Source: an optimization exercise on an open RTL-to-GDS flow (aim: small area, a short achievable clock period and few clock cycles). Production flows keep margins and buffers that such runs may drop.
In this exercise RTL edits were held to simulation tests only and were not proved equivalent to the original.
Power figures rest on the tool's default switching activity, not on a simulated workload.

Setup of run A:
==> flow/design.v <==
module microprocessor(
					input [7:0]data_in,
					input Enter,
					input Reset,
					input Clock,
					input testStart,
					input prog_we,
					input [4:0]prog_addr,
					output [7:0]dataOut,
					output Halt,
					output in_wait);
reg [7:0]  mem [0:31];
reg [3:0]  pcl;		 
reg [7:0]  pch;		 
reg [2:0]  op;		 
reg        f_ld, f_st, f_ari, f_in, f_hlt, f_jz, f_jp;	 
reg [31:0] ado;		 
reg        iv;		 
reg        m0_stale;	 
reg [7:0]  a;
reg        halt_o, wait_o;	 
reg [7:0] d;		 
reg [7:0] f;		 
reg       fwd;		 
integer k;
always @(*) begin
	d = 8'd0;
	f = 8'd0;
	fwd = 1'b0;
	for (k = 0; k < 32; k = k + 1) begin
		d = d | (mem[k] & {8{ado[k]}});
		f = f | (mem[k] & {8{pcl[k % 4] & pch[k / 4]}});
		fwd = fwd | (ado[k] & pcl[k % 4] & pch[k / 4]);
	end
end
wire taken  = (f_jz & a == 8'd0) | (f_jp & ~a[7]);
wire hold   = f_hlt | (f_in & ~(Enter & iv));
wire run    = ~Reset & ~m0_stale;		 
wire step   = run & ~hold;
wire [7:0] x = a ^ {8{op[0]}};
wire [7:0] g0 = x & d;
wire [7:0] p0 = x ^ d;
wire [7:0] g1, p1, g2, p2, g3;
genvar j;
generate
	for (j = 0; j < 8; j = j + 1) begin : pre
		if (j >= 1) begin
			assign g1[j] = g0[j] | (p0[j] & g0[j-1]);
			assign p1[j] = p0[j] & p0[j-1];
		end else begin
			assign g1[j] = g0[j];
			assign p1[j] = p0[j];
		end
		if (j >= 2) begin
			assign g2[j] = g1[j] | (p1[j] & g1[j-2]);
			assign p2[j] = p1[j] & p1[j-2];
		end else begin
			assign g2[j] = g1[j];
			assign p2[j] = p1[j];
		end
		if (j >= 4)
			assign g3[j] = g2[j] | (p2[j] & g2[j-4]);
		else
			assign g3[j] = g2[j];
	end
endgenerate
wire [7:0] carry = {g3[6:0], 1'b0};
wire [7:0] sum = p0 ^ carry ^ {8{op[0]}};
assign dataOut = a;
assign Halt    = halt_o;
assign in_wait = wait_o;
wire [7:0] a_next = f_ld ? d : (f_ari ? sum : data_in);
wire       a_load = step & (f_ld | f_ari | f_in);
wire [7:0] ir_next = ~run ? mem[0] : (taken ? d : (f_st & fwd ? a : f));
wire       ir_load = ~run | ~hold;
always @(posedge Clock or posedge Reset)
	if (Reset) begin
		iv     <= 1'b0;
		halt_o <= 1'b0;
		wait_o <= 1'b0;
	end else begin
		iv <= 1'b1;
		if (ir_load) begin
			halt_o <= ir_next[7:5] == 3'd7;
			wait_o <= ir_next[7:5] == 3'd4;
		end else begin
			halt_o <= f_hlt;
			wait_o <= f_in;
		end
	end
always @(posedge Clock)
	if (Reset)
		a <= 8'd0;
	else if (a_load)
		a <= a_next;
reg [3:0] tl;
reg [7:0] th;
always @(*) begin
	tl = 4'd0;
	th = 8'd0;
	for (k = 0; k < 32; k = k + 1) begin
		tl[k % 4] = tl[k % 4] | ado[k];
		th[k / 4] = th[k / 4] | ado[k];
	end
end
wire [3:0] bl = taken ? tl : pcl;	 
wire [7:0] bh = taken ? th : pch;
always @(posedge Clock) begin
	m0_stale <= Reset & (testStart | (prog_we & prog_addr == 5'd0));
	if (Reset) begin
		pcl <= 4'b0010;
		pch <= 8'b00000001;
	end else if (step) begin
		pcl <= {bl[2:0], bl[3]};
		pch <= bl[3] ? {bh[6:0], bh[7]} : bh;
	end
	if (ir_load) begin
		op  <= ir_next[7:5];
		f_ld  <= ir_next[7:5] == 3'd0;
		f_st  <= ir_next[7:5] == 3'd1;
		f_ari <= ir_next[7:6] == 2'b01;
		f_in  <= ir_next[7:5] == 3'd4;
		f_jz  <= ir_next[7:5] == 3'd5;
		f_jp  <= ir_next[7:5] == 3'd6;
		f_hlt <= ir_next[7:5] == 3'd7;
		ado <= 32'd1 << ir_next[4:0];
	end
end
function [7:0] boot;
	input [4:0] n;
	case (n)
	5'd0:  boot = 8'h80; 5'd1:  boot = 8'h3E; 5'd2:  boot = 8'h80; 5'd3:  boot = 8'h3F;
	5'd4:  boot = 8'h1E; 5'd5:  boot = 8'h7F; 5'd6:  boot = 8'hB0; 5'd7:  boot = 8'hCC;
	5'd8:  boot = 8'h1F; 5'd9:  boot = 8'h7E; 5'd10: boot = 8'h3F; 5'd11: boot = 8'hC4;
	5'd12: boot = 8'h1E; 5'd13: boot = 8'h7F; 5'd14: boot = 8'h3E; 5'd15: boot = 8'hC4;
	5'd16: boot = 8'h1E; default: boot = 8'hFF;
	endcase
endfunction
wire [7:0] wd = prog_we ? data_in : a;
integer i;
always @(posedge Clock)
	for (i = 0; i < 32; i = i + 1)
		if ((prog_we & prog_addr == i) | (f_st & ado[i] & run))
			mem[i] <= wd;
		else if (testStart & i < 18)
			mem[i] <= boot(i);
endmodule
==> flow/config.mk <==
export PLATFORM = sky130hd
export DESIGN_NAME = microprocessor
export DESIGN_NICKNAME = microprocessor
export VERILOG_FILES = /design/flow/design.v
export SDC_FILE = /design/flow/constraint.sdc
export NUM_CORES = 4
export LEC_CHECK = 0
export CAP_MARGIN = 20
export CORE_MARGIN = 2
export CORE_UTILIZATION = 45
export CTS_CLUSTER_DIAMETER = 100
export CTS_CLUSTER_SIZE = 20
export SETUP_SLACK_MARGIN = 4.0
export SLEW_MARGIN = 20
==> flow/constraint.sdc <==
create_clock -name core_clock -period 7.0 [get_ports {Clock}]
set_input_delay 1.4000 -clock core_clock [delete_from_list [all_inputs] [get_ports {Clock}]]
set_output_delay 1.4000 -clock core_clock [all_outputs]
set_load 0.01 [all_outputs]
run.sh (not shown) runs the stock make flow with config.mk's settings and CLKGATE_MAP_FILE= SYNTH_SCRIPT=/design/flow/synth_recipe.tcl, a recipe that flattens the netlist after the stock synthesis.
Testbench counts of run A, summed over its fixed seeds: cycles 48,466.
For run B, these inputs were changed with respect to run A:
==> flow/design.v <==
module microprocessor(
					input [7:0]data_in,
					input Enter,
					input Reset,
					input Clock,
					input testStart,
					input prog_we,
					input [4:0]prog_addr,
					output [7:0]dataOut,
					output Halt,
					output in_wait);
reg [7:0]  mem [0:31];
reg [31:0] pco;		 
reg [2:0]  op;		 
reg        f_ld, f_st, f_ari, f_in, f_hlt, f_jz, f_jp;	 
reg [31:0] ado;		 
reg        iv;		 
reg        m0_stale;	 
reg [7:0]  a;
reg [7:0]  a_o;		 
reg        halt_o, wait_o;	 
reg [7:0] d;		 
reg [7:0] f;		 
reg       fwd;		 
integer k;
always @(*) begin
	d = 8'd0;
	f = 8'd0;
	fwd = 1'b0;
	for (k = 0; k < 32; k = k + 1) begin
		d = d | (mem[k] & {8{ado[k]}});
		f = f | (mem[k] & {8{pco[k]}});
		fwd = fwd | (ado[k] & pco[k]);
	end
end
wire taken  = (f_jz & a == 8'd0) | (f_jp & ~a[7]);
wire hold   = f_hlt | (f_in & ~(Enter & iv));
wire run    = ~Reset & ~m0_stale;		 
wire step   = run & ~hold;
wire [7:0] x = a ^ {8{op[0]}};
wire [7:0] g0 = x & d;
wire [7:0] p0 = x ^ d;
wire [7:0] g1, p1, g2, p2, g3;
genvar j;
generate
	for (j = 0; j < 8; j = j + 1) begin : pre
		if (j >= 1) begin
			assign g1[j] = g0[j] | (p0[j] & g0[j-1]);
			assign p1[j] = p0[j] & p0[j-1];
		end else begin
			assign g1[j] = g0[j];
			assign p1[j] = p0[j];
		end
		if (j >= 2) begin
			assign g2[j] = g1[j] | (p1[j] & g1[j-2]);
			assign p2[j] = p1[j] & p1[j-2];
		end else begin
			assign g2[j] = g1[j];
			assign p2[j] = p1[j];
		end
		if (j >= 4)
			assign g3[j] = g2[j] | (p2[j] & g2[j-4]);
		else
			assign g3[j] = g2[j];
	end
endgenerate
wire [7:0] carry = {g3[6:0], 1'b0};
wire [7:0] sum = p0 ^ carry ^ {8{op[0]}};
assign dataOut = a_o;
assign Halt    = halt_o;
assign in_wait = wait_o;
wire [7:0] a_next = f_ld ? d : (f_ari ? sum : data_in);
wire       a_load = step & (f_ld | f_ari | f_in);
wire [7:0] ir_next = ~run ? mem[0] : (taken ? d : (f_st & fwd ? a : f));
wire       ir_load = ~run | ~hold;
always @(posedge Clock or posedge Reset)
	if (Reset) begin
		iv     <= 1'b0;
		a_o    <= 8'd0;
		halt_o <= 1'b0;
		wait_o <= 1'b0;
	end else begin
		iv <= 1'b1;
		if (a_load)
			a_o <= a_next;
		if (ir_load) begin
			halt_o <= ir_next[7:5] == 3'd7;
			wait_o <= ir_next[7:5] == 3'd4;
		end else begin
			halt_o <= f_hlt;
			wait_o <= f_in;
		end
	end
always @(posedge Clock)
	if (Reset)
		a <= 8'd0;
	else if (a_load)
		a <= a_next;
always @(posedge Clock) begin
	m0_stale <= Reset & (testStart | (prog_we & prog_addr == 5'd0));
	if (Reset)
		pco <= 32'd2;
	else if (step)
		pco <= taken ? {ado[30:0], ado[31]} : {pco[30:0], pco[31]};
	if (ir_load) begin
		op  <= ir_next[7:5];
		f_ld  <= ir_next[7:5] == 3'd0;
		f_st  <= ir_next[7:5] == 3'd1;
		f_ari <= ir_next[7:6] == 2'b01;
		f_in  <= ir_next[7:5] == 3'd4;
		f_jz  <= ir_next[7:5] == 3'd5;
		f_jp  <= ir_next[7:5] == 3'd6;
		f_hlt <= ir_next[7:5] == 3'd7;
		ado <= 32'd1 << ir_next[4:0];
	end
end
function [7:0] boot;
	input [4:0] n;
	case (n)
	5'd0:  boot = 8'h80; 5'd1:  boot = 8'h3E; 5'd2:  boot = 8'h80; 5'd3:  boot = 8'h3F;
	5'd4:  boot = 8'h1E; 5'd5:  boot = 8'h7F; 5'd6:  boot = 8'hB0; 5'd7:  boot = 8'hCC;
	5'd8:  boot = 8'h1F; 5'd9:  boot = 8'h7E; 5'd10: boot = 8'h3F; 5'd11: boot = 8'hC4;
	5'd12: boot = 8'h1E; 5'd13: boot = 8'h7F; 5'd14: boot = 8'h3E; 5'd15: boot = 8'hC4;
	5'd16: boot = 8'h1E; default: boot = 8'hFF;
	endcase
endfunction
wire [7:0] wd = prog_we ? data_in : a;
integer i;
always @(posedge Clock)
	for (i = 0; i < 32; i = i + 1)
		if ((prog_we & prog_addr == i) | (f_st & ado[i] & run))
			mem[i] <= wd;
		else if (testStart & i < 18)
			mem[i] <= boot(i);
endmodule
### Flow results
- Run B finished every step from synthesis to the final layout, and the layout passed the timing, design-rule and antenna checks.
- STATUS max-slew headroom at the worst pin: run B loses against run A
- Run B vs run A: post-synthesis net count up
- Run B vs run A on sequential cell area: run B is the higher one.
- Going from run A to run B, clock latency reported for the late side of the worst-skew pair barely changed; sum of routed wire length over all layers went up.
- When run B is measured against run A, its die area turns out 3.6% higher.
- Of run B and run A, the higher layout filler cell count belongs to run B.
- From run A to run B the numbers moved as follows: global-route usage now larger; proportion of power drawn by combinational gates now smaller.
Testbench counts of run B, summed over its fixed seeds: cycles 48,466.

[re-timing with driven ports]
How much do the figures lean on ideal ports? The routed layouts below were timed once more, with nothing changed but the port constraints. Step 1 assumes that a clkbuf_16 drives the clock port and a buf_2 every other input. Step 2, shift: input delay + t, output delay - t, t = (earliest + latest rising clock arrival at the registers) / 2. This alone moves slack from input paths to output paths. Slacks: ideal ports / drivers / drivers and shift; pairs: ideal ports / drivers.
run	t, ns	slack for setup (ns)	worst hold slack (ns)	worst register clock-pin slew, ns	worst slew at a driven data input, ns
run A	0.602	3.882 / 3.882 / 3.416	0.563 / 0.563 / 0.563	0.10 / 0.10	0.06
run B	0.617	3.622 / 3.622 / 3.338	0.502 / 0.502 / 0.502	0.10 / 0.10	0.03
After both steps setup and hold are still met in every run listed. The setup slack of run A, which loses most, moves by 0.000 ns with the drivers and by -0.466 ns with both steps.
